Background: an optimization exercise with open tools, aiming at small area, a short achievable clock period and few clock cycles per item. Do not read the settings as production practice. At most, simulation tests tie the RTL to the original design; equivalence was not proved. The RTL of runs 1 to 4 and 7 was laid out without a check of its function.

==> design.v <==
module fft8_twiddle #(
    parameter bit CEIL = 1'b0     
)(
    input  logic signed [16:0] s,
    output logic [15:0]        hi_a,
    output logic [15:0]        hi_b,
    output logic               c15
);
    localparam logic [30:0] K = 31'(-(64'sd23170 <<< 16) + (CEIL ? 64'sd32767 : 64'sd0));
    logic [30:0] u;
    logic [30:0] t0, t1, t2, t3, t4, t5;
    logic [30:0] a1, b1, a2, b2, a3, b3, a4, b4, a5, b5;
    logic [15:0] lo;
    always_comb begin
        u  = {14'd0, ~s[16], s[15:0]};
        t0 = u << 1;  t1 = u << 7;  t2 = u << 9;
        t3 = u << 11; t4 = u << 12; t5 = u << 14;
        a1 = t0 ^ t1 ^ t2;  b1 = ((t0 & t1) | (t0 & t2) | (t1 & t2)) << 1;
        a2 = t3 ^ t4 ^ t5;  b2 = ((t3 & t4) | (t3 & t5) | (t4 & t5)) << 1;
        a3 = a1 ^ b1 ^ a2;  b3 = ((a1 & b1) | (a1 & a2) | (b1 & a2)) << 1;
        a4 = b2 ^ K ^ a3;   b4 = ((b2 & K) | (b2 & a3) | (K & a3)) << 1;
        a5 = a4 ^ b4 ^ b3;  b5 = ((a4 & b4) | (a4 & b3) | (b4 & b3)) << 1;
        lo   = {1'b0, a5[14:0]} + {1'b0, b5[14:0]};
        c15  = lo[15];
        hi_a = a5[30:15];
        hi_b = b5[30:15];
    end
endmodule
module fft8_bfly_t (
    input  logic [15:0] b,
    input  logic [15:0] ha,
    input  logic [15:0] hb,
    input  logic        c,
    output logic [15:0] y,
    output logic [15:0] z
);
    logic [15:0] p1, q1, p2, q2;
    always_comb begin
        p1 = b ^ ha ^ hb;
        q1 = {((b & ha) | (b & hb) | (ha & hb)), 1'b0};
        y  = p1 + q1 + {15'd0, c};
        p2 = b ^ ~ha ^ ~hb;
        q2 = {((b & ~ha) | (b & ~hb) | (~ha & ~hb)), 1'b1};
        z  = p2 + q2 + {15'd0, ~c};
    end
endmodule
module fft8 #(
    parameter integer WIDTH = 16
)(
    input  logic                   clk,
    input  logic                   rst,
    input  logic                   in_valid,
    output logic                   in_ready,
    input  logic [8*WIDTH-1:0]     in_re_flat,
    input  logic [8*WIDTH-1:0]     in_im_flat,
    output logic                   out_valid,
    output logic [8*WIDTH-1:0]     out_re_flat,
    output logic [8*WIDTH-1:0]     out_im_flat
);
    localparam integer NREG = 5;
    logic [NREG-1:0] vld;
    always_ff @(posedge clk or posedge rst) begin
        if (rst) begin
            vld      <= '0;
            in_ready <= 1'b0;
        end else begin
            vld      <= {vld[NREG-2:0], in_valid & in_ready};
            in_ready <= 1'b1;
        end
    end
    assign out_valid = vld[NREG-1];
    logic signed [15:0] x_re [0:7], x_im [0:7];
    always_comb
        for (int i = 0; i < 8; i++) begin
            x_re[i] = in_re_flat[16*i +: 16];
            x_im[i] = in_im_flat[16*i +: 16];
        end
    logic signed [15:0] a_re [0:7], a_im [0:7];
    always_ff @(posedge clk)
        for (int k = 0; k < 4; k++) begin
            a_re[k]   <= x_re[k] + x_re[k+4];
            a_im[k]   <= x_im[k] + x_im[k+4];
            a_re[k+4] <= x_re[k] - x_re[k+4];
            a_im[k+4] <= x_im[k] - x_im[k+4];
        end
    logic signed [15:0] b_re [0:7], b_im [0:7];
    always_ff @(posedge clk) begin
        b_re[0] <= a_re[0] + a_re[2];  b_im[0] <= a_im[0] + a_im[2];
        b_re[2] <= a_re[0] - a_re[2];  b_im[2] <= a_im[0] - a_im[2];
        b_re[4] <= a_re[1] + a_re[3];  b_im[4] <= a_im[1] + a_im[3];
        b_re[6] <= a_re[1] - a_re[3];  b_im[6] <= a_im[1] - a_im[3];
        b_re[1] <= a_re[4] + a_im[6];  b_im[1] <= a_im[4] - a_re[6];
        b_re[3] <= a_re[4] - a_im[6];  b_im[3] <= a_im[4] + a_re[6];
        b_re[5] <= a_re[5] + a_im[7];  b_im[5] <= a_im[5] - a_re[7];
        b_re[7] <= a_re[5] - a_im[7];  b_im[7] <= a_im[5] + a_re[7];
    end
    logic signed [16:0] s1, d1, s3, d3;
    logic signed [15:0] e_re [0:7], e_im [0:7];     
    logic signed [15:0] q_re [0:1], q_im [0:1];     
    always_ff @(posedge clk) begin
        s1 <= b_re[5] + b_im[5];
        d1 <= b_im[5] - b_re[5];
        s3 <= b_re[7] + b_im[7];
        d3 <= b_im[7] - b_re[7];
        e_re[0] <= b_re[0] + b_re[4];  e_im[0] <= b_im[0] + b_im[4];
        e_re[4] <= b_re[0] - b_re[4];  e_im[4] <= b_im[0] - b_im[4];
        e_re[2] <= b_re[2] + b_im[6];  e_im[2] <= b_im[2] - b_re[6];
        e_re[6] <= b_re[2] - b_im[6];  e_im[6] <= b_im[2] + b_re[6];
        q_re[0] <= b_re[1];  q_im[0] <= b_im[1];
        q_re[1] <= b_re[3];  q_im[1] <= b_im[3];
    end
    logic [15:0] t_a [0:3], t_b [0:3];
    logic        t_c [0:3];
    fft8_twiddle u_t0 (.s(s1), .hi_a(t_a[0]), .hi_b(t_b[0]), .c15(t_c[0]));
    fft8_twiddle u_t1 (.s(d1), .hi_a(t_a[1]), .hi_b(t_b[1]), .c15(t_c[1]));
    fft8_twiddle u_t2 (.s(d3), .hi_a(t_a[2]), .hi_b(t_b[2]), .c15(t_c[2]));
    fft8_twiddle #(.CEIL(1'b1)) u_t3 (.s(s3), .hi_a(t_a[3]), .hi_b(t_b[3]), .c15(t_c[3]));
    logic [15:0] r_a [0:3], r_b [0:3];
    logic        r_c [0:3];
    logic signed [15:0] f_re [0:7], f_im [0:7];     
    logic signed [15:0] g_re [0:1], g_im [0:1];     
    always_ff @(posedge clk) begin
        for (int k = 0; k < 4; k++) begin
            r_a[k] <= t_a[k];
            r_b[k] <= t_b[k];
            r_c[k] <= t_c[k];
        end
        for (int k = 0; k < 8; k += 2) begin
            f_re[k] <= e_re[k];
            f_im[k] <= e_im[k];
        end
        for (int k = 0; k < 2; k++) begin
            g_re[k] <= q_re[k];
            g_im[k] <= q_im[k];
        end
    end
    logic [15:0] o_re [0:7], o_im [0:7];
    fft8_bfly_t u_x1r (.b(g_re[0]), .ha(r_a[0]), .hb(r_b[0]), .c(r_c[0]), .y(o_re[1]), .z(o_re[5]));
    fft8_bfly_t u_x1i (.b(g_im[0]), .ha(r_a[1]), .hb(r_b[1]), .c(r_c[1]), .y(o_im[1]), .z(o_im[5]));
    fft8_bfly_t u_x3r (.b(g_re[1]), .ha(r_a[2]), .hb(r_b[2]), .c(r_c[2]), .y(o_re[3]), .z(o_re[7]));
    fft8_bfly_t u_x3i (.b(g_im[1]), .ha(r_a[3]), .hb(r_b[3]), .c(r_c[3]), .y(o_im[7]), .z(o_im[3]));
    always_comb
        for (int k = 0; k < 8; k += 2) begin
            o_re[k] = f_re[k];
            o_im[k] = f_im[k];
        end
    logic [15:0] y_re [0:7], y_im [0:7];
    always_ff @(posedge clk)
        for (int i = 0; i < 8; i++) begin
            y_re[i] <= o_re[i];
            y_im[i] <= o_im[i];
        end
    always_comb
        for (int i = 0; i < 8; i++) begin
            out_re_flat[16*i +: 16] = y_re[i];
            out_im_flat[16*i +: 16] = y_im[i];
        end
endmodule
==> run.sh <==
#!/bin/bash
# synth_recipe.tcl (not shown) runs the flow's synth.tcl, then flattens the netlist and writes it again
# the make line also repeats each setting of config.mk as NAME=value (left out here)
make -C /OpenROAD-flow-scripts/flow DESIGN_CONFIG=/design/flow/config.mk WORK_HOME=/design/flow/orfs CLKGATE_MAP_FILE= SYNTH_SCRIPT=/design/flow/synth_recipe.tcl finish
==> config.mk <==
export PLATFORM = sky130hd
export DESIGN_NAME = fft8
export DESIGN_NICKNAME = fft8
export VERILOG_FILES = /design/flow/design.v
export SDC_FILE = /design/flow/constraint.sdc
export NUM_CORES = 4
export LEC_CHECK = 0
export CAP_MARGIN = 20
export CORE_MARGIN = 2
export CORE_UTILIZATION = 40
export PLACE_DENSITY = 0.6
export SLEW_MARGIN = 20
==> constraint.sdc <==
create_clock -name core_clock -period 11.0 [get_ports {clk}]
set_input_delay 2.2000 -clock core_clock [delete_from_list [all_inputs] [get_ports {clk}]]
set_output_delay 2.2000 -clock core_clock [all_outputs]
set_load 0.01 [all_outputs]
==> results of run 1 <==
[routing by layer]
metal	part of all wire, %	GRT usage [%]
met1	43	26.9
met2	49	38.6
met3	3.9	2.98
met4	4.0	9.13
met5	0.024	0
[cells in the mapped netlist, drive strengths merged (35+ instances only)]
| library cell | instances | area [um^2] |
|---|---|---|
| a211oi | 41 | 313 |
| a21o | 115 | 863 |
| a21oi | 549 | 2750 |
| a31oi | 35 | 219 |
| and3 | 60 | 375 |
| clkbuf | 138 | 518 |
| dfxtp | 1317 | 26400 |
| fa | 374 | 7490 |
| ha | 957 | 12000 |
| inv | 1231 | 4620 |
| nand2 | 147 | 552 |
| nand2b | 98 | 613 |
| nand3 | 40 | 200 |
| nor2 | 568 | 2130 |
| nor2b | 120 | 758 |
| nor3 | 131 | 656 |
| nor4 | 39 | 244 |
| o211ai | 38 | 285 |
| o21a | 72 | 541 |
| o21ai | 296 | 1490 |
| o21bai | 125 | 942 |
| o31ai | 37 | 283 |
| or3 | 49 | 307 |
| xnor2 | 497 | 4350 |
| xor2 | 176 | 1540 |
[state kept, by name, indices dropped and copies added (netlist names), 62 cells and up]
register,flops
y_im,126
y_re,126
a_im,124
a_re,124
b_im,124
b_re,124
r_a,64
r_b,64
e_im,62
e_re,62
f_im,62
f_re,62
[per-stage QoR]
stage / std cells / hold slack [ns] / worst slack [ns] / utilization (%)
CTS: 10700 / 0.319 / 6.44 / 47.4
floorplan: 7630 / 0.310 / 6.84 / -
global route: 10800 / 0.317 / 6.22 / 47.4
detailed placement: 10500 / 0.312 / 5.59 / 44.4
finish: 10800 / 0.319 / 6.42 / 47.4
global placement: 10500 / 0.310 / 5.61 / 44.4
[worst paths after layout]
kind	startpoint	endpoint	slack, ns	cells after the start
hold / removal	e_re[4][10]	f_re[4][10]	0.32	0
max in group asynchronous	rst	vld[4]	9.18	2
hold reg to reg	e_re[4][10]	f_re[4][10]	0.32	0
setup / recovery	in_re_flat[32]	a_re[2][14]	6.42	12
min in group asynchronous	rst	vld[1]	1.64	2
setup reg to reg	g_re[1][0]	y_re[7][14]	7.21	13
[area by class of cell]
class                           instances  area (um^2)
Antenna cell                           12         30.0
Timing Repair Buffer                  519         5190
Sequential cell                      1323        26500
Tap cell                             2464         3080
Multi-Input combinational cell       4911        41800
Clock inverter                         87         1200
Inverter                             1243         4670
Fill cell                           17300        96300
Clock buffer                          194         4260
[cell families after synthesis]
kind of cell	Yosys count	synth area share, %
fa+ha+maj	1331	26.4
simple gates	1369	9.07
other cells	1	0.00509
compound gates	1528	13.2
mux	9	0.122
flops	1323	36.0
buf+inv	1396	7.15
xor+xnor	673	8.01
==> key figures, run 1 <==
STA
  • Setup TNS: 0 ns
  • Final min period: approximately 4.6 ns
  • RSZ-0062 raised after global routing: false
  • Final max-slew violation count: 0
  • Fmax: between 0.2 and 0.25 GHz
  • Final setup fails: 0
  • Setup Skew: about 0.025 ns
  • Slew Limit Headroom: around a third
  • Final hold violations: 0
  • Tcrit/Tclk final: around two fifths
  • Worst slew pin tran: ~1 ns

Global route
  • GRT Util Overall: about 22%
  • Largest net degree at the start of global routing: 22
  • GR Overflow Total: 0
  • Vias in the first global route: approximately 53000
  • Initial antenna violation count: 25
  • First-pass GRT wire length: ~310 mm

Worst setup path
  • Worst Path Required: roughly 12 ns
  • Max incr delay on CP: slightly below 0.5 ns
  • Critical path buffer and inverter count: 2
  • Top delay family on crit path: compound AO/OA/AOI/OAI gates
  • Crit path max fanout: 3
  • CP arrival: about 5.3 ns
  • Startpoint type of the worst setup path: primary input
  • Critical path's slowest cell: clkdlybuf4s50_1
  • Crit-path cells: clkdlybuf4s50_1 -> ha_1 -> inv_1 -> fa_1 -> o21bai_1 -> a21oi_1 -> o21ba_2 -> o41ai_1 -> a311oi_1 -> o21bai_1 -> a21oi_1 -> xor2_1
  • Endpoint class of the critical path: flop
  • Critical path type: primary input to flop

Placed design
  • Gpl congestion: around 0.92
  • Placed cell areas: around 81000 um^2
  • Buffers on Ports: between 500 and 600
  • Post-DP HPWL: ~170 mm

Floorplan
  • Die X: 433 um
  • Height of the die: 433 um
  • Starting Density: between 40% and 50%
  • Core footprint: approximately 180000 um^2
  • I/O pin cnt: 517
  • Die area: between 150000 and 200000 um^2
  • Row cnt: about 160

Final layout
  • Layout net count: a little under 10000
  • Commonest non-fill, non-tap cells in the layout: dfxtp_1, inv_1, ha_1
  • Commonest non-fill, non-tap cell in the layout: dfxtp_1
  • Area Overhead vs Synth: 17.9%
  • Layout cells sized above 1: approximately 3.8%
  • Fin area: 86800 um^2

Clock network
  • Clk root buf: clkbuf_16
  • Clk buf depth: 3
  • # H-tree levels: 4
  • CTS sink count: roughly 1300
  • Num CTS Buffers: 152
  • CTS clk-pin slew, worst paths: 0.06 ns
  • Post-CTS setup buffers: 0
  • Worst skew pair latency: between 0.8 and 0.9 ns
  • # hold bufs at CTS: 0
  • CTS tree: yes
  • Cts repair resizes: 0

Drt
  • Via count: roughly 53000
  • Vias per Instance: 4.91
  • Initial DRC Count: ~2700
  • DR pass1 iterations: 6
  • WL/cell: between 15 and 20 um
  • Routed wire length: 209 mm
  • ANT nets after route: 0
  • # DRC: 0

Logic synthesis
  • Post-synth EDFFs: 0
  • Main synth FF type: dfxtp_1
  • Count of cell types in the netlist: 89
  • Syn Area/Cell: 9.65 um^2
  • Sequential share of the synthesized area: between 30% and 40%
  • Post-Syn Area: 73600 um^2
  • Yosys reg bits: about 1300
  • Syn Nets: ~9200
  • YS warnings: 57
  • Cells after Synth: ~7600
  • Ys async rst share: 0.454%

Hold path
  • Worst Hold Class: flop to flop

Flow run
  • Max-cap check violation count: 0

Outcome
  • Outcome: complete, no violations
==> run 2, diff against run 1 <==
--- a/design.v
+++ b/design.v
@@ -44,6 +44,39 @@
         z  = p2 + q2 + {15'd0, ~c};
     end
 endmodule
+module fft8_bf #(
+    parameter integer N = 16
+)(
+    input  logic [N-1:0] a,
+    input  logic [N-1:0] b,
+    output logic [N-1:0] s,
+    output logic [N-1:0] d
+);
+    localparam integer L = $clog2(N);
+    logic [N-1:0] p, g, h;
+    logic [N-1:0] gs [0:L], ps [0:L], gd [0:L], pd [0:L];
+    always_comb begin
+        p = a ^ b;
+        g = a & b;             
+        h = a & ~b;            
+        gs[0] = g;  ps[0] = p;
+        gd[0] = h;  pd[0] = ~p;
+        gd[0][0] = h[0] | ~p[0];
+        for (int l = 0; l < L; l++) begin
+            gs[l+1] = gs[l];  ps[l+1] = ps[l];
+            gd[l+1] = gd[l];  pd[l+1] = pd[l];
+            for (int j = 0; j < N; j++)
+                if ((j >> l) & 1) begin
+                    gs[l+1][j] = gs[l][j] | (ps[l][j] & gs[l][((j >> l) << l) - 1]);
+                    ps[l+1][j] = ps[l][j] & ps[l][((j >> l) << l) - 1];
+                    gd[l+1][j] = gd[l][j] | (pd[l][j] & gd[l][((j >> l) << l) - 1]);
+                    pd[l+1][j] = pd[l][j] & pd[l][((j >> l) << l) - 1];
+                end
+        end
+        s = p ^ {gs[L][N-2:0], 1'b0};
+        d = ~p ^ {gd[L][N-2:0], 1'b1};
+    end
+endmodule
 module fft8 #(
     parameter integer WIDTH = 16
 )(
@@ -75,37 +108,52 @@
             x_re[i] = in_re_flat[16*i +: 16];
             x_im[i] = in_im_flat[16*i +: 16];
         end
+    logic [15:0] a_re_c [0:7], a_im_c [0:7];
+    for (genvar k = 0; k < 4; k++) begin : g_s1
+        fft8_bf u_re (.a(x_re[k]), .b(x_re[k+4]), .s(a_re_c[k]), .d(a_re_c[k+4]));
+        fft8_bf u_im (.a(x_im[k]), .b(x_im[k+4]), .s(a_im_c[k]), .d(a_im_c[k+4]));
+    end
     logic signed [15:0] a_re [0:7], a_im [0:7];
     always_ff @(posedge clk)
-        for (int k = 0; k < 4; k++) begin
-            a_re[k]   <= x_re[k] + x_re[k+4];
-            a_im[k]   <= x_im[k] + x_im[k+4];
-            a_re[k+4] <= x_re[k] - x_re[k+4];
-            a_im[k+4] <= x_im[k] - x_im[k+4];
-        end
+        for (int k = 0; k < 8; k++) begin
+            a_re[k] <= a_re_c[k];
+            a_im[k] <= a_im_c[k];
+        end
+    logic [15:0] b_re_c [0:7], b_im_c [0:7];
+    fft8_bf u_b0r (.a(a_re[0]), .b(a_re[2]), .s(b_re_c[0]), .d(b_re_c[2]));
+    fft8_bf u_b0i (.a(a_im[0]), .b(a_im[2]), .s(b_im_c[0]), .d(b_im_c[2]));
+    fft8_bf u_b4r (.a(a_re[1]), .b(a_re[3]), .s(b_re_c[4]), .d(b_re_c[6]));
+    fft8_bf u_b4i (.a(a_im[1]), .b(a_im[3]), .s(b_im_c[4]), .d(b_im_c[6]));
+    fft8_bf u_b1r (.a(a_re[4]), .b(a_im[6]), .s(b_re_c[1]), .d(b_re_c[3]));
+    fft8_bf u_b1i (.a(a_im[4]), .b(a_re[6]), .s(b_im_c[3]), .d(b_im_c[1]));
+    fft8_bf u_b5r (.a(a_re[5]), .b(a_im[7]), .s(b_re_c[5]), .d(b_re_c[7]));
+    fft8_bf u_b5i (.a(a_im[5]), .b(a_re[7]), .s(b_im_c[7]), .d(b_im_c[5]));
     logic signed [15:0] b_re [0:7], b_im [0:7];
-    always_ff @(posedge clk) begin
-        b_re[0] <= a_re[0] + a_re[2];  b_im[0] <= a_im[0] + a_im[2];
-        b_re[2] <= a_re[0] - a_re[2];  b_im[2] <= a_im[0] - a_im[2];
-        b_re[4] <= a_re[1] + a_re[3];  b_im[4] <= a_im[1] + a_im[3];
-        b_re[6] <= a_re[1] - a_re[3];  b_im[6] <= a_im[1] - a_im[3];
-        b_re[1] <= a_re[4] + a_im[6];  b_im[1] <= a_im[4] - a_re[6];
-        b_re[3] <= a_re[4] - a_im[6];  b_im[3] <= a_im[4] + a_re[6];
-        b_re[5] <= a_re[5] + a_im[7];  b_im[5] <= a_im[5] - a_re[7];
-        b_re[7] <= a_re[5] - a_im[7];  b_im[7] <= a_im[5] + a_re[7];
-    end
+    always_ff @(posedge clk)
+        for (int k = 0; k < 8; k++) begin
+            b_re[k] <= b_re_c[k];
+            b_im[k] <= b_im_c[k];
+        end
     logic signed [16:0] s1, d1, s3, d3;
     logic signed [15:0] e_re [0:7], e_im [0:7];     
     logic signed [15:0] q_re [0:1], q_im [0:1];     
+    logic [16:0] s1_c, d1_c, s3_c, d3_c;
+    logic [15:0] e_re_c [0:7], e_im_c [0:7];
+    fft8_bf #(.N(17)) u_s1 (.a({b_im[5][15], b_im[5]}), .b({b_re[5][15], b_re[5]}), .s(s1_c), .d(d1_c));
+    fft8_bf #(.N(17)) u_s3 (.a({b_im[7][15], b_im[7]}), .b({b_re[7][15], b_re[7]}), .s(s3_c), .d(d3_c));
+    fft8_bf u_e0r (.a(b_re[0]), .b(b_re[4]), .s(e_re_c[0]), .d(e_re_c[4]));
+    fft8_bf u_e0i (.a(b_im[0]), .b(b_im[4]), .s(e_im_c[0]), .d(e_im_c[4]));
+    fft8_bf u_e2r (.a(b_re[2]), .b(b_im[6]), .s(e_re_c[2]), .d(e_re_c[6]));
+    fft8_bf u_e2i (.a(b_im[2]), .b(b_re[6]), .s(e_im_c[6]), .d(e_im_c[2]));
     always_ff @(posedge clk) begin
-        s1 <= b_re[5] + b_im[5];
-        d1 <= b_im[5] - b_re[5];
-        s3 <= b_re[7] + b_im[7];
-        d3 <= b_im[7] - b_re[7];
-        e_re[0] <= b_re[0] + b_re[4];  e_im[0] <= b_im[0] + b_im[4];
-        e_re[4] <= b_re[0] - b_re[4];  e_im[4] <= b_im[0] - b_im[4];
-        e_re[2] <= b_re[2] + b_im[6];  e_im[2] <= b_im[2] - b_re[6];
-        e_re[6] <= b_re[2] - b_im[6];  e_im[6] <= b_im[2] + b_re[6];
+        s1 <= s1_c;
+        d1 <= d1_c;
+        s3 <= s3_c;
+        d3 <= d3_c;
+        for (int k = 0; k < 8; k += 2) begin
+            e_re[k] <= e_re_c[k];
+            e_im[k] <= e_im_c[k];
+        end
         q_re[0] <= b_re[1];  q_im[0] <= b_im[1];
         q_re[1] <= b_re[3];  q_im[1] <= b_im[3];
     end
==> flow/run.sh (new file) <==
#!/bin/bash
# The standard layout, with the port buffers made of sky130_fd_sc_hd__buf_2
# instead of the flow's default pick.  make's output goes to standard.log;
# each ORFS step keeps its own log under orfs/logs/.
set -euo pipefail
bash standard.sh "BUFFER_PORTS_ARGS=-buffer_cell sky130_fd_sc_hd__buf_2" finish > standard.log 2>&1
==> standard.sh (new file) <==
#!/bin/bash
# synth_recipe.tcl (not shown) runs the flow's synth.tcl, then flattens the netlist and writes it again
# the make line also repeats each setting of config.mk as NAME=value (left out here)
make -C /OpenROAD-flow-scripts/flow DESIGN_CONFIG=/design/flow/config.mk WORK_HOME=/design/flow/orfs CLKGATE_MAP_FILE= SYNTH_SCRIPT=/design/flow/synth_recipe.tcl "${@:-finish}"
removed: run.sh
==> run 2 against run 1 <==
Compared with the run above:
- critical endpoint is now a_re[1][15]
- clock skew fell by 0.0037 ns
- sequential share of layout area up 2.8 points
- setup slack improved by 0.46 ns
- register-to-register slack gained 0.15 ns
- still clean on timing, DRC and antenna
- final area shrank 8.4%
- largest cell class unchanged
==> key figures, run 2 <==
Floorplan
  • Die area: ~180000 um^2
  • Height of the die: approximately 420 um
  • I/O pin cnt: ~520
  • Starting Density: 40.2%
  • Row cnt: 152
  • Core footprint: ~170000 um^2
  • Die X: between 400 and 500 um

Worst setup path
  • Startpoint type of the worst setup path: primary input
  • R2r endpoint: y_re[5][14]
  • Worst Path Required: roughly 12 ns
  • R2r startpoint: g_re[1][0]
  • Crit path max fanout: 3
  • CP arrival: 4.81 ns
  • Endpoint class of the critical path: flop
  • Reg2Reg Depth: 12
  • R2R setup slack: 7.36 ns
  • Critical path type: primary input to flop

Logic synthesis
  • Yosys reg bits: about 1300
  • Largest family of logic cells by synthesized area: adder cells
  • Synth area leader: dfxtp_1
  • Post-synth EDFFs: 0
  • Syn Area/Cell: 10.8 um^2
  • Top post-synthesis cells by area: dfxtp_1, ha_1, fa_1, inv_1, xnor2_1
  • Post-Syn Area: 68900 um^2
  • Count of cell types in the netlist: between 60 and 70
  • Sequential share of the synthesized area: between 30% and 40%
  • Cells after Synth: roughly 6400
  • Post-synthesis compound-gate area fraction: between 10% and 20%
  • Post-Synth Adder-Cell Area: between 30% and 40%
  • Share of the synthesized area in the top cell type: 38.3%
  • Syn Nets: approximately 8100
  • Mux share of post-synthesis cell area: 0.247%
  • Main synth FF type: dfxtp_1
  • Most instantiated cells after synthesis: dfxtp_1, inv_1, ha_1
  • Most common cell in the netlist: dfxtp_1
  • Ys async rst share: less than 1%
  • Synth Area in XOR/XNOR: approximately 7.6%
  • Simple-Gate Fraction of Synth Area: ~5.1%
  • YS warnings: between 70 and 80

STA
  • Setup WS post-layout: roughly 6.9 ns
  • Final hold violations: 0
  • RSZ-0062 raised after global routing: false
  • Slew Limit Headroom: 45.1%
  • Final max-slew violation count: 0
  • Final setup fails: 0
  • Final min period: just over 4 ns
  • Setup Skew: approximately 0.022 ns
  • Hold_ws: around 0.32 ns
  • Worst slew pin tran: ~0.81 ns
  • Setup TNS: 0 ns
  • Tcrit/Tclk final: 37.5%
  • Fmax: between 0.2 and 0.25 GHz

Clock network
  • Worst skew pair latency: slightly below 0.8 ns
  • Clk root buf: clkbuf_16
  • CTS sink count: 1323
  • CTS tree: yes
  • CTS clk-pin slew, worst paths: roughly 0.06 ns
  • # hold bufs at CTS: 0
  • Clk buf depth: 3
  • Num CTS Buffers: around 150
  • Cts repair resizes: 0
  • Post-CTS setup buffers: 0
  • # H-tree levels: 4

Global route
  • First-pass GRT wire length: about 270 mm
  • Largest net degree at the start of global routing: 22
  • GRT Util Overall: a little over a fifth
  • Initial antenna violation count: 55
  • Vias in the first global route: ~45000
  • GR Overflow Total: 0

Final layout
  • Area Overhead vs Synth: 15.4%
  • Commonest non-fill, non-tap cell in the layout: dfxtp_1
  • Layout cells sized above 1: 12.2%
  • Largest registers: y_im: 126 flops, y_re: 126 flops
  • Layout net count: about 8700
  • Commonest non-fill, non-tap cells in the layout: dfxtp_1, inv_1, ha_1
  • # fillers: between 15000 and 20000

Placed design
  • DP Worst Slack: between 5 and 6 ns
  • Buffers on Ports: 516
  • Gpl congestion: 0.916
  • Post-DP HPWL: 156 mm

Drt
  • ANT nets after route: 0
  • Via count: between 40000 and 50000
  • # DRC: 0
  • WL/cell: about 20 um
  • Routed wire length: 185 mm
  • DR pass1 iterations: 5
  • Vias per Instance: between 4 and 5
  • Initial DRC Count: 2015

Hold path
  • Hold Path Stages: 0
  • Min-delay src: q_im[0][3]
  • Worst hold path endpoint: g_im[0][3]
  • Worst Hold Class: flop to flop

Outcome
  • Outcome: complete, no violations

Flow run
  • Max-cap check violation count: 0
==> run 2: kinds of logic (layout without fill, tap and decap cells) <==
family	Yosys count	in the layout
DFF	1323	1323
xor gates and xnor gates	595	595
buffers and inverters	1208	1924
adders and majority gates	1419	1419
other	1	32
and+or+nand+nor	742	742
muxes	17	17
AOI/OAI and AO/OA	1093	1093
==> run 2: worst max path at each step <==
stage,from,endpoint,depth (start not counted)
2_1_floorplan,in_im_flat[0],a_im[0][15],10
3_3_place_gp,in_re_flat[16],a_re[1][15],11
3_5_place_dp,in_re_flat[80],a_re[1][15],11
4_1_cts,in_re_flat[80],a_re[1][15],11
5_1_grt,in_re_flat[16],a_re[1][15],11
6_report,in_re_flat[80],a_re[1][15],11
==> run 2: worst max-delay path: stages <==
cell      delay (ns)
buf_2           0.10
ha_1            0.14
inv_1           0.06
fa_1            0.44
o21ba_2         0.22
o21bai_1        0.58
a21oi_2         0.22
o31ai_2         0.39
or3_4           0.21
mux2i_1         0.18
nor2_1          0.06
==> run 2: cell type report <==
type	count	area (um^2)	share of cell area, %
Antenna cell	31	77.6	0.0976
Clock buffer	195	4280	5.39
Clock inverter	83	1160	1.46
Inverter	1128	4230	5.33
Multi-Input combinational cell	3867	37700	47.5
Sequential cell	1323	26500	33.4
Tap cell	2310	2890	3.64
Timing Repair Buffer	518	2600	3.27
==> run 2: through the flow <==
| stage | cell area [um^2] | util, % | std cells |
|---|---|---|---|
| global placement | 74000 | 43.2 | 9146 |
| global route | 79500 | 46.4 | 9449 |
| floorplan | 68900 | - | 6398 |
| CTS | 79400 | 46.3 | 9424 |
| detailed placement | 74000 | 43.2 | 9146 |
| finish | 79500 | 46.4 | 9455 |
==> run 2: layer usage <==
metal | wire, um | share of wire [%] | up-vias | track usage (%)
met3 | 6260 | 3.4 | 354 | 3.11
met1 | 75700 | 41 | 21200 | 24.5
met2 | 93000 | 50 | 863 | 37.4
li1 | - | - | 21700 | -
met5 | 124 | 0.067 | - | 0
met4 | 9930 | 5.4 | 20 | 10.8
==> run 3, diff against run 2 <==
==> flow/run.sh (replaced) <==
#!/bin/bash
# The standard layout, with the port buffers made of sky130_fd_sc_hd__buf_2
# instead of the flow's default pick, and timing repair asked to leave 7 ns
# of setup slack.  make's output goes to standard.log; each ORFS step keeps
# its own log under orfs/logs/.
set -euo pipefail
bash standard.sh "BUFFER_PORTS_ARGS=-buffer_cell sky130_fd_sc_hd__buf_2" SETUP_SLACK_MARGIN=7 finish > standard.log 2>&1
==> run 3 against run 2 <==
Compared with the run above:
- highest routed layer unchanged
- largest cell class unchanged
- via count shrank 0.50%
- flip-flop and latch count is the same
- routed wire length shrank 0.56%
- critical path type unchanged
- setup slack gained 0.29 ns
- utilization shrank 0.065 points
- sequential share of layout area is essentially flat
- die area is the same
- clock-buffer cell count shrank 1
- clock skew grew 0.011 ns
- critical path depth shrank 1
==> key figures, run 3 <==
Clock network
  • CTS sink count: about 1300
  • # H-tree levels: 4
  • Post-CTS setup buffers: 0
  • Num CTS Buffers: between 100 and 150
  • CTS clk-pin slew, worst paths: approximately 0.060 ns
  • Clk buf depth: 3
  • Worst skew pair latency: 0.80 ns
  • CTS tree: yes
  • Clk root buf: clkbuf_16
  • Cts repair resizes: 0
  • # hold bufs at CTS: 0

Drt
  • Via count: 43900
  • Routed wire length: 184 mm
  • DR pass1 iterations: 7
  • # DRC: 0
  • Initial DRC Count: roughly 2100
  • ANT nets after route: 0
  • WL/cell: between 15 and 20 um
  • Vias per Instance: ~4.6

Final layout
  • Largest registers: y_im: 126 flops, y_re: 126 flops
  • Commonest non-fill, non-tap cells in the layout: dfxtp_1, inv_1, ha_1
  • Area of the multi-input gates: roughly 38000 um^2
  • Fin cells: 9445
  • FF/Latch Area: ~27000 um^2
  • Commonest non-fill, non-tap cell in the layout: dfxtp_1
  • Layout net count: between 8000 and 9000
  • Layout cells sized above 1: between 10% and 20%
  • Fin area: around 79000 um^2
  • Post-layout util: 46.3%
  • Area Overhead vs Synth: 15.3%
  • # fillers: approximately 16000

Global route
  • Gr busiest metal: met2
  • Largest net degree at the start of global routing: 22
  • Met3 usage: 3.28%
  • Vias in the first global route: 45400
  • First-pass GRT wire length: 274 mm
  • Routing usage on met1: approximately a quarter
  • GR Overflow Total: 0
  • GRT Util Overall: a little over a fifth
  • Initial antenna violation count: 45
  • GR Util met2: 37.3%

STA
  • Worst slew pin tran: 0.932 ns
  • Final hold violations: 0
  • Final setup fails: 0
  • Setup Skew: ~0.032 ns
  • Setup TNS: 0 ns
  • Final max-slew violation count: 0
  • Tcrit/Tclk final: between 30% and 40%
  • Slew Limit Headroom: 37.1%
  • Hold_ws: slightly above 0.3 ns
  • Final min period: 3.84 ns
  • RSZ-0062 raised after global routing: false
  • Fmax: ~0.26 GHz

Logic synthesis
  • Top post-synthesis cells by area: dfxtp_1, ha_1, fa_1, inv_1, xnor2_1
  • Ys async rst share: less than 1%
  • Share of the synthesized area in the top cell type: between 30% and 40%
  • Post-synth EDFFs: 0
  • Post-Syn Area: ~69000 um^2
  • Syn Nets: 8076
  • Yosys reg bits: about 1300
  • Count of cell types in the netlist: 66
  • Syn Area/Cell: 10.8 um^2
  • Main synth FF type: dfxtp_1
  • Most instantiated cells after synthesis: dfxtp_1, inv_1, ha_1
  • Sequential share of the synthesized area: approximately two fifths
  • Cells after Synth: about 6400
  • YS warnings: 73
  • Most common cell in the netlist: dfxtp_1
  • Synth area leader: dfxtp_1

Worst setup path
  • Endpoint class of the critical path: flop
  • Crit-path cells: buf_2 -> inv_1 -> ha_1 -> inv_1 -> a2111o_1 -> a21oi_1 -> o211ai_1 -> a31oi_1 -> o21bai_1 -> xnor2_1
  • Crit path max fanout: 6
  • Critical path type: primary input to flop
  • Startpoint type of the worst setup path: primary input
  • CP dominant cell by count: inv_1
  • Max incr delay on CP: 0.59 ns
  • R2R setup slack: ~7.4 ns
  • Worst Path Required: about 12 ns
  • CP arrival: about 4.5 ns
  • Critical path's slowest cell: a21oi_1

Hold path
  • Worst Hold Class: flop to flop

Outcome
  • Outcome: complete, no violations

Placed design
  • Gpl congestion: 0.932
  • Placed cell areas: ~74000 um^2
  • Inst Count DP: ~9000
  • Post-DP HPWL: 156 mm
  • Buffers on Ports: around 520

Floorplan
  • Row cnt: approximately 150
  • Core footprint: roughly 170000 um^2
  • Die area: 175000 um^2
  • Starting Density: around two fifths
  • Height of the die: approximately 420 um
  • Die X: 419 um
  • I/O pin cnt: 517

Flow run
  • Max-cap check violation count: 0
==> run 3: cell counts after synthesis <==
No cell type changed its count.
==> run 3: area by class of cell <==
cell class                 count  share of cell area, %
multi-input combinational   3867                   47.7
antenna                       27                 0.0851
clock buffer                 194                   5.36
inverter                    1128                   5.33
timing repair buffer         518                   3.27
tap                         2310                   3.64
sequential                  1323                   33.4
clock inverter                78                   1.20
==> run 3: worst paths after layout <==
check                                from           to  cells past startpoint
min reg2reg                    f_re[4][7]   y_re[4][7]                      0
min                            f_re[4][7]   y_re[4][7]                      0
max in group asynchronous             rst       vld[1]                      2
max reg2reg                    g_re[1][0]  y_re[5][14]                     12
max                        in_im_flat[85]  a_im[1][15]                     10
min in group asynchronous             rst       vld[3]                      2
==> run 3: cells by family (layout without fill, tap and decap cells) <==
kind of cell / Yosys count / count (layout) / synth area share, %
adder cells (fa/ha/maj): 1419 / 1419 / 31.3
flip-flops: 1323 / 1323 / 38.5
buffers and inverters: 1208 / 1918 / 6.70
AO/OA/AOI/OAI: 1093 / 1093 / 10.5
AND/OR/NAND/NOR: 742 / 742 / 5.13
XOR/XNOR: 595 / 595 / 7.57
multiplexers: 17 / 17 / 0.247
other: 1 / 28 / 0.00545
==> run 3: per-stage QoR <==
step | setup slack [ns]
floorplan | 6.95
global placement | 6.29
detailed placement | 6.29
CTS | 7.16
global route | 7.11
finish | 7.16
==> run 3: worst max-delay path, delay by kind of cell <==
kind                     cells  cell delay [ns]
XOR/XNOR                     1             0.13
AO/OA/AOI/OAI                5             1.55
adder cells (fa/ha/maj)      1             0.40
buffers and inverters        3             0.22
==> run 3: per-layer routing <==
metal | vias up | wire length [um] | part of all wire, %
met5 | - | 111 | 0.060
met4 | 18 | 9780 | 5.3
met3 | 304 | 6610 | 3.6
met2 | 807 | 92700 | 50
met1 | 21100 | 74800 | 41
li1 | 21700 | - | -
==> run 4, diff against run 3 <==
==> flow/run.sh (replaced) <==
#!/bin/bash
# The standard layout, with the port buffers made of sky130_fd_sc_hd__buf_2
# instead of the flow's default pick, and timing repair asked to leave 7.6 ns
# of setup slack.  make's output goes to standard.log; each ORFS step keeps
# its own log under orfs/logs/.
set -euo pipefail
bash standard.sh "BUFFER_PORTS_ARGS=-buffer_cell sky130_fd_sc_hd__buf_2" SETUP_SLACK_MARGIN=7.6 finish > standard.log 2>&1
==> run 4 against run 3 <==
Compared with the run above:
- still clean
- global-route usage increased by 0.44 points
- fmax increased by 9.3%
- utilization increased by 1.9 points
- flip-flop and latch count unchanged
- final cell count increased by 0.58%
- setup slack improved by 0.33 ns
- register-to-register slack improved by 0.33 ns
- critical path type is now flop to primary output
- largest cell class unchanged
==> key figures, run 4 <==
Logic synthesis
  • Synth area leader: dfxtp_1
  • Most common cell in the netlist: dfxtp_1
  • Share of the synthesized area in the top cell type: a little under two fifths
  • Syn Area/Cell: around 11 um^2
  • Cells after Synth: ~6400
  • Top post-synthesis cells by area: dfxtp_1, ha_1, fa_1, inv_1, xnor2_1
  • Post-Syn Area: between 60000 and 70000 um^2
  • Sequential share of the synthesized area: 38.5%
  • Yosys reg bits: approximately 1300
  • Syn Nets: 8076
  • Count of cell types in the netlist: 66
  • Main synth FF type: dfxtp_1
  • Post-synth EDFFs: 0
  • Most instantiated cells after synthesis: dfxtp_1, inv_1, ha_1
  • Ys async rst share: less than 1%
  • YS warnings: between 70 and 80

Worst setup path
  • Critical path type: flop to primary output
  • Startpoint type of the worst setup path: flop
  • CP Launch Point: y_im[6][0]
  • CP arrival: about 1.3 ns
  • Max incr delay on CP: approximately 0.38 ns
  • Worst Path Required: a little under 9 ns
  • Top delay family on crit path: flip-flops
  • R2r startpoint: g_im[1][0]
  • Crit path max fanout: 2
  • Endpoint class of the critical path: primary output
  • Worst path depth: 1
  • Worst setup endpoint: out_im_flat[96]
  • R2R setup slack: slightly below 8 ns
  • Critical path's slowest cell: dfxtp_4
  • Crit-path cells: buf_2
  • Critical path buffer and inverter count: 1
  • R2r endpoint: y_im[3][14]
  • Reg2Reg Depth: 11

Final layout
  • Layout cells sized above 1: between 10% and 20%
  • Largest registers: y_im: 126 flops, y_re: 126 flops
  • Commonest non-fill, non-tap cell in the layout: dfxtp_1
  • Area Overhead vs Synth: 20.0%
  • Layout net count: a little under 9000
  • Commonest non-fill, non-tap cells in the layout: dfxtp_1, inv_1, ha_1

Floorplan
  • Height of the die: 419 um
  • Die X: between 400 and 500 um
  • Core footprint: 171000 um^2
  • Die area: between 150000 and 200000 um^2
  • Row cnt: 152
  • Starting Density: between 40% and 50%
  • I/O pin cnt: slightly above 500

Global route
  • Vias in the first global route: approximately 46000
  • GRT Util Overall: 21.4%
  • Largest net degree at the start of global routing: 22
  • Initial antenna violation count: 38
  • GR Overflow Total: 0
  • First-pass GRT wire length: roughly 280 mm

Flow run
  • Max-cap check violation count: 0

STA
  • Final min period: between 3 and 4 ns
  • Slew Limit Headroom: ~28%
  • Hold_ws: 0.311 ns
  • Final hold violations: 0
  • Worst slew pin tran: around 1.1 ns
  • Fmax: around 0.28 GHz
  • Setup Skew: 0.0302 ns
  • Setup TNS: 0 ns
  • Final max-slew violation count: 0
  • RSZ-0062 raised after global routing: true
  • Final setup fails: 0
  • Tcrit/Tclk final: a little under a third

Placed design
  • Buffers on Ports: 516
  • Post-DP HPWL: 157 mm
  • Gpl congestion: 0.937

Clock network
  • CTS sink count: approximately 1300
  • CTS clk-pin slew, worst paths: roughly 0.060 ns
  • Clk buf depth: 3
  • Clk root buf: clkbuf_16
  • Num CTS Buffers: between 100 and 150
  • # H-tree levels: 4
  • CTS tree: yes
  • Worst skew pair latency: ~0.80 ns

Drt
  • DR pass1 iterations: 5
  • WL/cell: between 15 and 20 um
  • Vias per Instance: between 4 and 5
  • # DRC: 0
  • Initial DRC Count: ~2000
  • ANT nets after route: 0
  • Routed wire length: ~190 mm
  • Via count: 44400

Outcome
  • Outcome: complete, no violations

Hold path
  • Worst Hold Class: flop to flop
-- run 4: repair_timing --
| action | 4_1_cts | 5_1_grt |
|---|---|---|
| setup endpoints to repair | 299 | 315 |
| resized for setup | 289 | 182 |
| endpoints found under the hold margin | 0 | 0 |
| buffers inserted | 24 | 40 |
| pin swaps | 33 | 96 |
| hold buffers | 0 | 0 |
-- run 4: layout make-up --
cell class              count  area (um^2)
fillers                 15600        88700
inverters                1128         4390
repair buffers            581         4300
multi-input cells        3867        39100
flip-flops and latches   1323        26800
clock inverters            71         1070
clock buffers             187         4080
well taps                2310         2890
diodes                     33         82.6
-- run 4: stage by stage --
step	cell area (um^2)	utilization, %	instances	setup slack (ns)
4_1_cts	81600	47.6	9427	7.43
3_3_place_gp	75100	43.9	9145	6.48
2_1_floorplan	70100	-	6398	7.05
6_report	82700	48.2	9500	7.49
3_5_place_dp	75100	43.9	9145	6.47
5_1_grt	82600	48.2	9493	7.44
-- run 4: kinds of logic (layout without fill, tap and decap cells) --
group                      after synthesis  after routing  synth area share [%]
buffers and inverters                 1208           1967                  6.70
DFF                                   1323           1323                  38.5
and+or+nand+nor                        742            742                  5.13
xor gates and xnor gates               595            595                  7.57
muxes                                   17             17                 0.247
other                                    1             34               0.00545
adders and majority gates             1419           1419                  31.3
AOI/OAI and AO/OA                     1093           1093                  10.5
-- run 4: metal layers --
metal | global-route usage [%] | routed length, um | up-vias
met5 | 0 | 11 | -
met4 | 10.4 | 10400 | 2
met3 | 2.80 | 5630 | 353
met2 | 38.5 | 95100 | 810
met1 | 25.0 | 77000 | 21400
li1 | - | - | 21800
-- run 4: how the worst min path moves through the flow --
stage          cells past startpoint  slack (ns)           to        start
3_5_place_dp                       0        0.31   f_re[2][7]   e_re[2][7]
6_report                           0        0.31  g_im[0][10]  q_im[0][10]
5_1_grt                            0        0.32   g_im[0][6]   q_im[0][6]
3_3_place_gp                       0        0.31   q_im[1][7]   b_im[3][7]
2_1_floorplan                      0        0.31  f_im[0][10]  e_im[0][10]
4_1_cts                            0        0.31   g_im[0][8]   q_im[0][8]
==> run 5, diff against run 4 <==
--- a/design.v
+++ b/design.v
@@ -52,7 +52,7 @@
     output logic [N-1:0] s,
     output logic [N-1:0] d
 );
-    localparam integer L = $clog2(N);
+    localparam integer L = (N > 16) ? 5 : 4;    
     logic [N-1:0] p, g, h;
     logic [N-1:0] gs [0:L], ps [0:L], gd [0:L], pd [0:L];
     always_comb begin
==> run 5 against run 4 <==
Compared with the run above:
- routed wire length unchanged
- first-iteration DRC count unchanged
- flip-flop and latch count unchanged
- largest cell class unchanged
==> key figures, run 5 <==
Outcome
  • Outcome: complete, no violations

Clock network
  • CTS tree: yes
  • Clk root buf: clkbuf_16
  • Worst skew pair latency: approximately 0.80 ns
  • CTS clk-pin slew, worst paths: around 0.060 ns
  • # hold bufs at CTS: 0
  • Clk buf depth: 3
  • # H-tree levels: 4
  • CTS sink count: roughly 1300
  • Num CTS Buffers: roughly 140

Floorplan
  • Row cnt: ~150
  • Core footprint: around 170000 um^2
  • Height of the die: around 420 um
  • Starting Density: 40.2%
  • Die X: between 400 and 500 um
  • I/O pin cnt: roughly 520
  • Die area: 175000 um^2

Placed design
  • Buffers on Ports: slightly above 500
  • Inst Count DP: ~9100
  • Gpl congestion: between 0.9 and 1
  • Post-DP HPWL: 157 mm

Global route
  • GR Overflow Total: 0
  • Initial antenna violation count: 38
  • GRT Util Overall: between 20% and 30%
  • First-pass GRT wire length: ~280 mm
  • Vias in the first global route: between 40000 and 50000
  • Largest net degree at the start of global routing: 22

Worst setup path
  • CP arrival: roughly 1.3 ns
  • Crit-path cells: buf_2
  • Critical path buffer and inverter count: 1
  • Endpoint class of the critical path: primary output
  • Critical path type: flop to primary output
  • R2r startpoint: g_im[1][0]
  • R2r endpoint: y_im[3][14]
  • R2R setup slack: a little under 8 ns
  • Critical path's slowest cell: dfxtp_4
  • Top delay family on crit path: flip-flops
  • Max incr delay on CP: approximately 0.38 ns
  • Worst Path Required: 8.80 ns
  • Crit path max fanout: 2
  • Startpoint type of the worst setup path: flop
  • Reg2Reg Depth: 11

Logic synthesis
  • Syn Area/Cell: approximately 11 um^2
  • Syn Nets: 8076
  • Post-synth EDFFs: 0
  • Share of the synthesized area in the top cell type: a little under two fifths
  • YS warnings: between 70 and 80
  • Sequential share of the synthesized area: 38.5%
  • Main synth FF type: dfxtp_1
  • Count of cell types in the netlist: 66
  • Most instantiated cells after synthesis: dfxtp_1, inv_1, ha_1
  • Post-Syn Area: ~69000 um^2
  • Yosys reg bits: 1323
  • Cells after Synth: between 6000 and 7000
  • Ys async rst share: less than 1%
  • Top post-synthesis cells by area: dfxtp_1, ha_1, fa_1, inv_1, xnor2_1
  • Synth area leader: dfxtp_1
  • Most common cell in the netlist: dfxtp_1

Final layout
  • Area of the multi-input gates: slightly below 40000 um^2
  • Post-layout util: between 40% and 50%
  • Layout cells sized above 1: 18.1%
  • Area Overhead vs Synth: 20.0%
  • Fin cells: 9500
  • # fillers: ~16000
  • Commonest non-fill, non-tap cell in the layout: dfxtp_1
  • Layout net count: 8723
  • Commonest non-fill, non-tap cells in the layout: dfxtp_1, inv_1, ha_1
  • FF/Latch Area: around 27000 um^2
  • Largest registers: y_im: 126 flops, y_re: 126 flops

STA
  • Worst slew pin tran: around 1.1 ns
  • Fmax: 0.285 GHz
  • Setup Skew: 0.0302 ns
  • Final setup fails: 0
  • Final max-slew violation count: 0
  • Final min period: approximately 3.5 ns
  • Slew Limit Headroom: between 20% and 30%
  • Setup TNS: 0 ns
  • RSZ-0062 raised after global routing: true
  • Hold_ws: 0.311 ns
  • Tcrit/Tclk final: a little under a third
  • Final hold violations: 0

Drt
  • Initial DRC Count: just under 2000
  • ANT nets after route: 0
  • Via count: 44400
  • Vias per Instance: about 4.7
  • Routed wire length: between 150 and 200 mm
  • WL/cell: slightly below 20 um
  • # DRC: 0
  • DR pass1 iterations: 5

Hold path
  • Hold Path Stages: 0
  • Worst hold path endpoint: g_im[0][10]
  • Worst Hold Class: flop to flop
  • Min-delay src: q_im[0][10]

Flow run
  • Max-cap check violation count: 0
-- run 5: logic make-up (layout without fill, tap and decap cells) --
group	Yosys count	in the layout	share of synthesized area, %
adders and majority gates	1419	1419	31.3
DFF	1323	1323	38.5
buffers and inverters	1208	1967	6.70
AOI/OAI and AO/OA	1093	1093	10.5
and+or+nand+nor	742	742	5.13
xor gates and xnor gates	595	595	7.57
muxes	17	17	0.247
other	1	34	0.00545
-- run 5: cell type report --
cell class              count  share of cell area [%]
clock inverters            71                    1.30
well taps                2310                    3.50
clock buffers             187                    4.93
inverters                1128                    5.31
diodes                     33                  0.0999
flip-flops and latches   1323                    32.4
multi-input cells        3867                    47.3
repair buffers            581                    5.21
-- run 5: how the worst max path moves through the flow --
stage,startpoint,to,slack [ns],cells after the start
3_5_place_dp,in_im_flat[48],a_im[3][15],6.47,11
5_1_grt,in_ready,in_ready,7.44,1
3_3_place_gp,in_re_flat[48],a_re[3][15],6.48,11
6_report,y_im[6][0],out_im_flat[96],7.49,1
2_1_floorplan,in_im_flat[48],a_im[3][15],7.05,10
4_1_cts,in_ready,in_ready,7.43,1
-- run 5: stage by stage --
stage,setup slack (ns),cell area [um^2]
3_5_place_dp,6.47,75100
2_1_floorplan,7.05,70100
4_1_cts,7.43,81600
3_3_place_gp,6.48,75100
6_report,7.49,82700
5_1_grt,7.44,82600
-- run 5: worst register-to-register path, delay by kind of cell, from the launching register on --
family                     cells  cell delay (ns)
adders and majority gates      3             1.19
AOI/OAI and AO/OA              4             1.11
DFF                            1             0.37
and+or+nand+nor                2             0.25
xor gates and xnor gates       1             0.15
buffers and inverters          1             0.05
-- run 5: routing by layer --
metal / part of all wire [%] / wire length (um) / vias to the layer above / GRT usage [%]
li1: - / - / 21800 / -
met1: 41 / 77000 / 21400 / 25.0
met2: 51 / 95100 / 810 / 38.5
met3: 3.0 / 5630 / 353 / 2.80
met4: 5.5 / 10400 / 2 / 10.4
met5: 0.0058 / 11 / - / 0
-- run 5: repair_timing --
action / in CTS / in global routing
pin swaps: 33 / 96
gates resized for setup: 289 / 182
setup endpoints to repair: 299 / 315
buffers inserted: 24 / 40
Testbench counts of run 5, summed over its fixed seeds: cycles 2,088, items 2,048.
==> run 6, diff against run 5 <==
--- a/config.mk
+++ b/config.mk
@@ -7,6 +7,6 @@
 export LEC_CHECK = 0
 export CAP_MARGIN = 20
 export CORE_MARGIN = 2
-export CORE_UTILIZATION = 40
-export PLACE_DENSITY = 0.6
+export CORE_UTILIZATION = 60
+export PLACE_DENSITY = 0.72
 export SLEW_MARGIN = 20
==> run 6 against run 5 <==
Compared with the run above:
- still clean
- register-to-register slack about the same
- clock-buffer cell count decreased by 5
- fmax increased by 0.98%
- routed wire length decreased by 8.8%
- worst hold slack improved by 0.0048 ns
- setup slack improved by 0.034 ns
- final area decreased by 1.8%
==> key figures, run 6 <==
Outcome
  • Outcome: complete, no violations

Placed design
  • Post-DP HPWL: 141 mm
  • Buffers on Ports: 516
  • Gpl congestion: ~0.95
  • Inst Count DP: between 8000 and 9000
  • DP Worst Slack: around 6.6 ns

STA
  • Final hold violations: 0
  • Setup TNS: 0 ns
  • Setup Skew: roughly 0.024 ns
  • RSZ-0062 raised after global routing: true
  • Slew Limit Headroom: between 30% and 40%
  • Final min period: between 3 and 4 ns
  • Tcrit/Tclk final: roughly a third
  • Fmax: around 0.29 GHz
  • Worst slew pin tran: between 0.8 and 0.9 ns
  • Final setup fails: 0
  • Setup WS post-layout: 7.52 ns
  • Final max-slew violation count: 0

Worst setup path
  • Critical path buffer and inverter count: 1
  • Critical path type: flop to primary output
  • Critical path's slowest cell: dfxtp_4
  • Worst Path Required: a little under 9 ns
  • Startpoint type of the worst setup path: flop
  • Top delay family on crit path: flip-flops
  • CP arrival: 1.28 ns
  • Crit path max fanout: 2
  • Reg2Reg Depth: 10
  • Crit-path cells: buf_6
  • R2R setup slack: 7.75 ns
  • R2r startpoint: s3[3]
  • R2r endpoint: r_c[3]
  • Max incr delay on CP: about 0.4 ns
  • Endpoint class of the critical path: primary output

Global route
  • Vias in the first global route: 45900
  • GRT Util Overall: between 20% and 30%
  • GR Overflow Total: 0
  • Initial antenna violation count: 30
  • First-pass GRT wire length: 259 mm
  • Largest net degree at the start of global routing: 22

Final layout
  • Commonest non-fill, non-tap cells in the layout: dfxtp_1, inv_1, ha_1
  • # fillers: 8411
  • Largest registers: y_im: 126 flops, y_re: 126 flops
  • Post-layout util: 71.1%
  • Area Overhead vs Synth: 17.8%
  • Fin cells: 8673
  • Commonest non-fill, non-tap cell in the layout: dfxtp_1
  • Layout net count: 8718
  • Layout cells sized above 1: 17.5%

Clock network
  • Clk buf depth: 3
  • Num CTS Buffers: 140
  • Worst skew pair latency: approximately 0.76 ns
  • CTS tree: yes
  • # H-tree levels: 4
  • Clk root buf: clkbuf_16
  • # hold bufs at CTS: 0
  • CTS sink count: ~1300
  • CTS clk-pin slew, worst paths: approximately 0.06 ns

Logic synthesis
  • YS warnings: 73
  • Most instantiated cells after synthesis: dfxtp_1, inv_1, ha_1
  • Cells after Synth: 6398
  • Ys async rst share: 0.454%
  • Syn Area/Cell: about 11 um^2
  • Sequential share of the synthesized area: about 39%
  • Post-Syn Area: 68900 um^2
  • Most common cell in the netlist: dfxtp_1
  • Count of cell types in the netlist: between 60 and 70
  • Yosys reg bits: 1323
  • Syn Nets: 8076
  • Synth area leader: dfxtp_1
  • Main synth FF type: dfxtp_1
  • Post-synth EDFFs: 0
  • Top post-synthesis cells by area: dfxtp_1, ha_1, fa_1, inv_1, xnor2_1
  • Share of the synthesized area in the top cell type: a little under two fifths

Floorplan
  • Core footprint: between 100000 and 150000 um^2
  • Height of the die: 343 um
  • I/O pin cnt: ~520
  • Die area: roughly 120000 um^2
  • Starting Density: between 60% and 70%
  • Die X: ~340 um
  • Row cnt: approximately 120

Drt
  • # DRC: 0
  • Initial DRC Count: ~2400
  • WL/cell: around 20 um
  • Vias per Instance: around 5.2
  • ANT nets after route: 0
  • Via count: around 45000
  • DR pass1 iterations: 7
  • Routed wire length: between 150 and 200 mm

Hold path
  • Min-delay src: b_re[3][9]
  • Worst Hold Class: flop to flop
  • Hold Path Stages: 0
  • Worst hold path endpoint: q_re[1][9]

Flow run
  • Max-cap check violation count: 0
run 6: worst max-delay path by stage:
stage / slack [ns] / depth (start not counted) / from / to
final: 7.52 / 1 / y_im[4][0] / out_im_flat[64]
after global routing: 7.46 / 11 / in_re_flat[0] / a_re[4][15]
after CTS: 7.47 / 1 / y_im[4][0] / out_im_flat[64]
after detailed placement: 6.55 / 11 / in_re_flat[0] / a_re[0][15]
after global placement: 6.60 / 11 / in_re_flat[0] / a_re[0][15]
after floorplan: 7.05 / 10 / in_im_flat[48] / a_im[3][15]
run 6: metrics by stage:
step	area (um^2)	hold slack, ns
after floorplan	70100	0.310
after global placement	74100	0.310
after detailed placement	74100	0.312
after CTS	80200	0.320
after global routing	81100	0.326
final	81100	0.316
run 6: area by class of cell:
| type | count | area, um^2 | area share, % |
|---|---|---|---|
| Inverter | 1128 | 4390 | 5.41 |
| Clock buffer | 182 | 3940 | 4.86 |
| Antenna cell | 8 | 20.0 | 0.0247 |
| Timing Repair Buffer | 580 | 4160 | 5.13 |
| Sequential cell | 1323 | 26700 | 32.9 |
| Tap cell | 1512 | 1890 | 2.33 |
| Multi-Input combinational cell | 3867 | 39000 | 48.1 |
| Clock inverter | 73 | 995 | 1.23 |
run 6: repair_timing:
| item | CTS | global route |
|---|---|---|
| setup endpoints to repair | 309 | 309 |
| pin swaps | 45 | 91 |
| gates resized for setup | 251 | 160 |
| buffers inserted | 22 | 41 |
run 6: cell families (layout without fill, tap and decap cells):
logic type	after synthesis	after routing	synth area share, %
compound gates	1093	1093	10.5
fa+ha+maj	1419	1419	31.3
buf+inv	1208	1963	6.70
flops	1323	1323	38.5
mux	17	17	0.247
other cells	1	9	0.00545
xor+xnor	595	595	7.57
simple gates	742	742	5.13
run 6: routing by layer:
metal,track usage (%),part of all wire [%],wire length [um],vias up
met5,0,0.085,146,-
met4,12.0,4.1,6960,22
met3,4.59,4.7,8140,305
met2,49.6,48,82600,1063
met1,37.3,43,73700,21800
li1,-,-,-,21800
==> run 7, diff against run 6 <==
--- a/design.v
+++ b/design.v
@@ -52,7 +52,7 @@
     output logic [N-1:0] s,
     output logic [N-1:0] d
 );
-    localparam integer L = (N > 16) ? 5 : 4;    
+    localparam integer L = $clog2(N);
     logic [N-1:0] p, g, h;
     logic [N-1:0] gs [0:L], ps [0:L], gd [0:L], pd [0:L];
     always_comb begin
==> flow/run.sh (replaced) <==
#!/bin/bash
# The standard layout, with the port buffers made of sky130_fd_sc_hd__buf_2
# instead of the flow's default pick, and timing repair asked to leave 8.2 ns
# of setup slack.  make's output goes to standard.log; each ORFS step keeps
# its own log under orfs/logs/.
set -euo pipefail
bash standard.sh "BUFFER_PORTS_ARGS=-buffer_cell sky130_fd_sc_hd__buf_2" SETUP_SLACK_MARGIN=8.2 finish > standard.log 2>&1
--- a/config.mk
+++ b/config.mk
@@ -7,6 +7,6 @@
 export LEC_CHECK = 0
 export CAP_MARGIN = 20
 export CORE_MARGIN = 2
-export CORE_UTILIZATION = 60
-export PLACE_DENSITY = 0.72
+export CORE_UTILIZATION = 40
+export PLACE_DENSITY = 0.6
 export SLEW_MARGIN = 20
==> run 7 against run 6 <==
Compared with the run above:
- still clean on timing, DRC and antenna
- final area is 7.0% higher
- critical path depth stayed put
- synthesized cell count stayed put
- non-clock buffer count is 144 higher
- clock skew is 0.020 ns higher
- sequential share of layout area is 2.0 points lower
==> key figures, run 7 <==
Outcome
  • Outcome: complete, no violations

Final layout
  • Largest registers: y_im: 126 flops, y_re: 126 flops
  • FF/Latch Area: roughly 27000 um^2
  • Post-layout util: 50.7%
  • Layout cells sized above 1: about 25%
  • Area Overhead vs Synth: 26.0%
  • Area of the multi-input gates: 41400 um^2
  • # fillers: approximately 15000
  • Layout net count: 8870
  • Fin area: just under 90000 um^2
  • Commonest non-fill, non-tap cell in the layout: dfxtp_1
  • Commonest non-fill, non-tap cells in the layout: dfxtp_1, inv_1, ha_1

Worst setup path
  • Critical path's slowest cell: dfrtp_1
  • Worst path depth: 1
  • Critical path buffer and inverter count: 1
  • Crit path max fanout: 2
  • Worst Path Required: 8.80 ns
  • Endpoint class of the critical path: primary output
  • Max incr delay on CP: between 0.3 and 0.4 ns
  • R2r startpoint: d3[0]
  • Worst setup endpoint: in_ready
  • R2r endpoint: r_c[0]
  • Top delay family on crit path: flip-flops
  • Crit-path cells: buf_6
  • CP Launch Point: in_ready
  • Startpoint type of the worst setup path: flop
  • R2R setup slack: between 8 and 9 ns
  • Critical path type: flop to primary output
  • CP arrival: roughly 1.3 ns
  • Reg2Reg Depth: 11

Logic synthesis
  • Mux share of post-synthesis cell area: less than 1%
  • Sequential share of the synthesized area: 38.5%
  • Yosys reg bits: 1323
  • Most instantiated cells after synthesis: dfxtp_1, inv_1, ha_1
  • Synth Area in XOR/XNOR: approximately 7.6%
  • Post-synth EDFFs: 0
  • Syn Nets: 8076
  • Post-Syn Area: around 69000 um^2
  • Share of the synthesized area in the top cell type: approximately two fifths
  • Count of cell types in the netlist: 66
  • Simple-Gate Fraction of Synth Area: approximately 5.1%
  • Syn Area/Cell: approximately 11 um^2
  • Main synth FF type: dfxtp_1
  • Synth area leader: dfxtp_1
  • Top post-synthesis cells by area: dfxtp_1, ha_1, fa_1, inv_1, xnor2_1
  • Ys async rst share: less than 1%
  • Post-synthesis compound-gate area fraction: a little over a tenth
  • YS warnings: 73
  • Largest family of logic cells by synthesized area: adder cells
  • Cells after Synth: around 6400
  • Post-Synth Adder-Cell Area: between 30% and 40%
  • Most common cell in the netlist: dfxtp_1

Clock network
  • # H-tree levels: 4
  • CTS sink count: ~1300
  • CTS tree: yes
  • Worst skew pair latency: 0.82 ns
  • Num CTS Buffers: between 100 and 150
  • Clk buf depth: 3
  • CTS clk-pin slew, worst paths: 0.06 ns
  • Clk root buf: clkbuf_16
  • # hold bufs at CTS: 0

Drt
  • Vias per Instance: about 4.7
  • # DRC: 0
  • Via count: roughly 45000
  • Routed wire length: about 190 mm
  • WL/cell: around 20 um
  • ANT nets after route: 0
  • Initial DRC Count: 1977
  • DR pass1 iterations: 7

Global route
  • GRT Util Overall: 21.8%
  • Vias in the first global route: around 47000
  • GR Overflow Total: 0
  • Largest net degree at the start of global routing: 17
  • First-pass GRT wire length: ~290 mm
  • Initial antenna violation count: 46

Floorplan
  • Row cnt: around 150
  • Die X: roughly 420 um
  • Height of the die: 419 um
  • I/O pin cnt: about 520
  • Die area: between 150000 and 200000 um^2
  • Core footprint: around 170000 um^2
  • Starting Density: between 40% and 50%

STA
  • Final max-slew violation count: 0
  • Slew Limit Headroom: between 20% and 30%
  • Final setup fails: 0
  • Fmax: 0.284 GHz
  • Setup Skew: roughly 0.043 ns
  • Final min period: about 3.5 ns
  • RSZ-0062 raised after global routing: true
  • Final hold violations: 0
  • Worst slew pin tran: 1.08 ns
  • Tcrit/Tclk final: about a third
  • Hold_ws: approximately 0.32 ns
  • Setup WS post-layout: approximately 7.5 ns
  • Setup TNS: 0 ns

Placed design
  • DP Worst Slack: 6.51 ns
  • Gpl congestion: about 0.94
  • Post-DP HPWL: ~160 mm
  • Buffers on Ports: a little over 500
  • Placed cell areas: about 75000 um^2

Flow run
  • Max-cap check violation count: 0

Hold path
  • Min-delay src: f_re[0][8]
  • Worst Hold Class: flop to flop
[run 7: timing repair]
| item | CTS | global route |
|---|---|---|
| pin swaps | 273 | 220 |
| setup buffers | 125 | 80 |
| setup endpoints to repair | 566 | 564 |
| gates resized for setup | 656 | 439 |
| gates cloned | 0 | 0 |
[run 7: area by class of cell]
cell class | instances | area share (%)
Multi-Input combinational cell | 3867 | 47.8
Sequential cell | 1323 | 30.9
Timing Repair Buffer | 724 | 6.69
Inverter | 1128 | 5.07
Clock buffer | 184 | 4.64
Tap cell | 2310 | 3.33
Clock inverter | 89 | 1.50
Antenna cell | 30 | 0.0865
[run 7: how the worst min path moves through the flow]
| stage | end | cells past startpoint |
|---|---|---|
| CTS | y_re[4][1] | 0 |
| detailed placement | y_im[2][12] | 0 |
| floorplan | g_re[1][0] | 0 |
| global route | y_re[0][14] | 0 |
| global placement | g_re[0][13] | 0 |
| finish | y_re[0][8] | 0 |
[run 7: stage by stage]
stage                     std cells
after floorplan                6398
after global placement         9147
after detailed placement       9147
after CTS                      9545
after global routing           9641
final                          9655
[run 7: logic make-up (layout without fill, tap and decap cells)]
group           Yosys count  after routing
mux                      17             17
xor+xnor                595            595
fa+ha+maj              1419           1419
flops                  1323           1323
buf+inv                1208           2125
compound gates         1093           1093
simple gates            742            742
other cells               1             31
[run 7: metal layers]
| metal | wire (um) | share of wire, % | track usage (%) |
|---|---|---|---|
| met5 | 77 | 0.040 | 0 |
| met4 | 11900 | 6.2 | 11.7 |
| met2 | 97600 | 51 | 38.9 |
| met3 | 5960 | 3.1 | 3.13 |
| met1 | 77100 | 40 | 25.1 |

==> what the ideal ports hide <==
No port has a modelled driver above. Below, the same layouts with a new extraction and two added sets of constraints.
Step 1: set_driving_cell puts a clkbuf_16 on clk and a buf_2 on each other input, an assumption about the parent block.
Step 2, shift: input delay + t, output delay - t, t = (earliest + latest rising clock arrival at the registers) / 2. This alone moves slack from input paths to output paths.
Slacks: ideal ports / drivers / drivers and shift; pairs: ideal ports / drivers.
| run | shift t [ns] | setup WS [ns] | hold slack, ns |
|---|---|---|---|
| run 1 | 0.888 | 6.417 / 6.473 / 5.585 | 0.319 / 0.319 / 0.319 |
| run 2 | 0.863 | 6.878 / 6.942 / 6.078 | 0.319 / 0.319 / 0.319 |
| run 3 | 0.868 | 7.163 / 7.227 / 6.359 | 0.309 / 0.309 / 0.309 |
| run 4 | 0.865 | 7.490 / 7.407 / 6.684 | 0.311 / 0.311 / 0.311 |
| run 5 | 0.865 | 7.490 / 7.407 / 6.684 | 0.311 / 0.311 / 0.311 |
| run 6 | 0.837 | 7.524 / 7.440 / 6.723 | 0.316 / 0.316 / 0.316 |
| run 7 | 0.883 | 7.475 / 7.387 / 6.711 | 0.318 / 0.318 / 0.318 |
After both steps setup and hold are still met in every run listed. For run 1, which loses most, drivers alone change the setup slack by +0.056 ns; drivers and shift together by -0.832 ns.
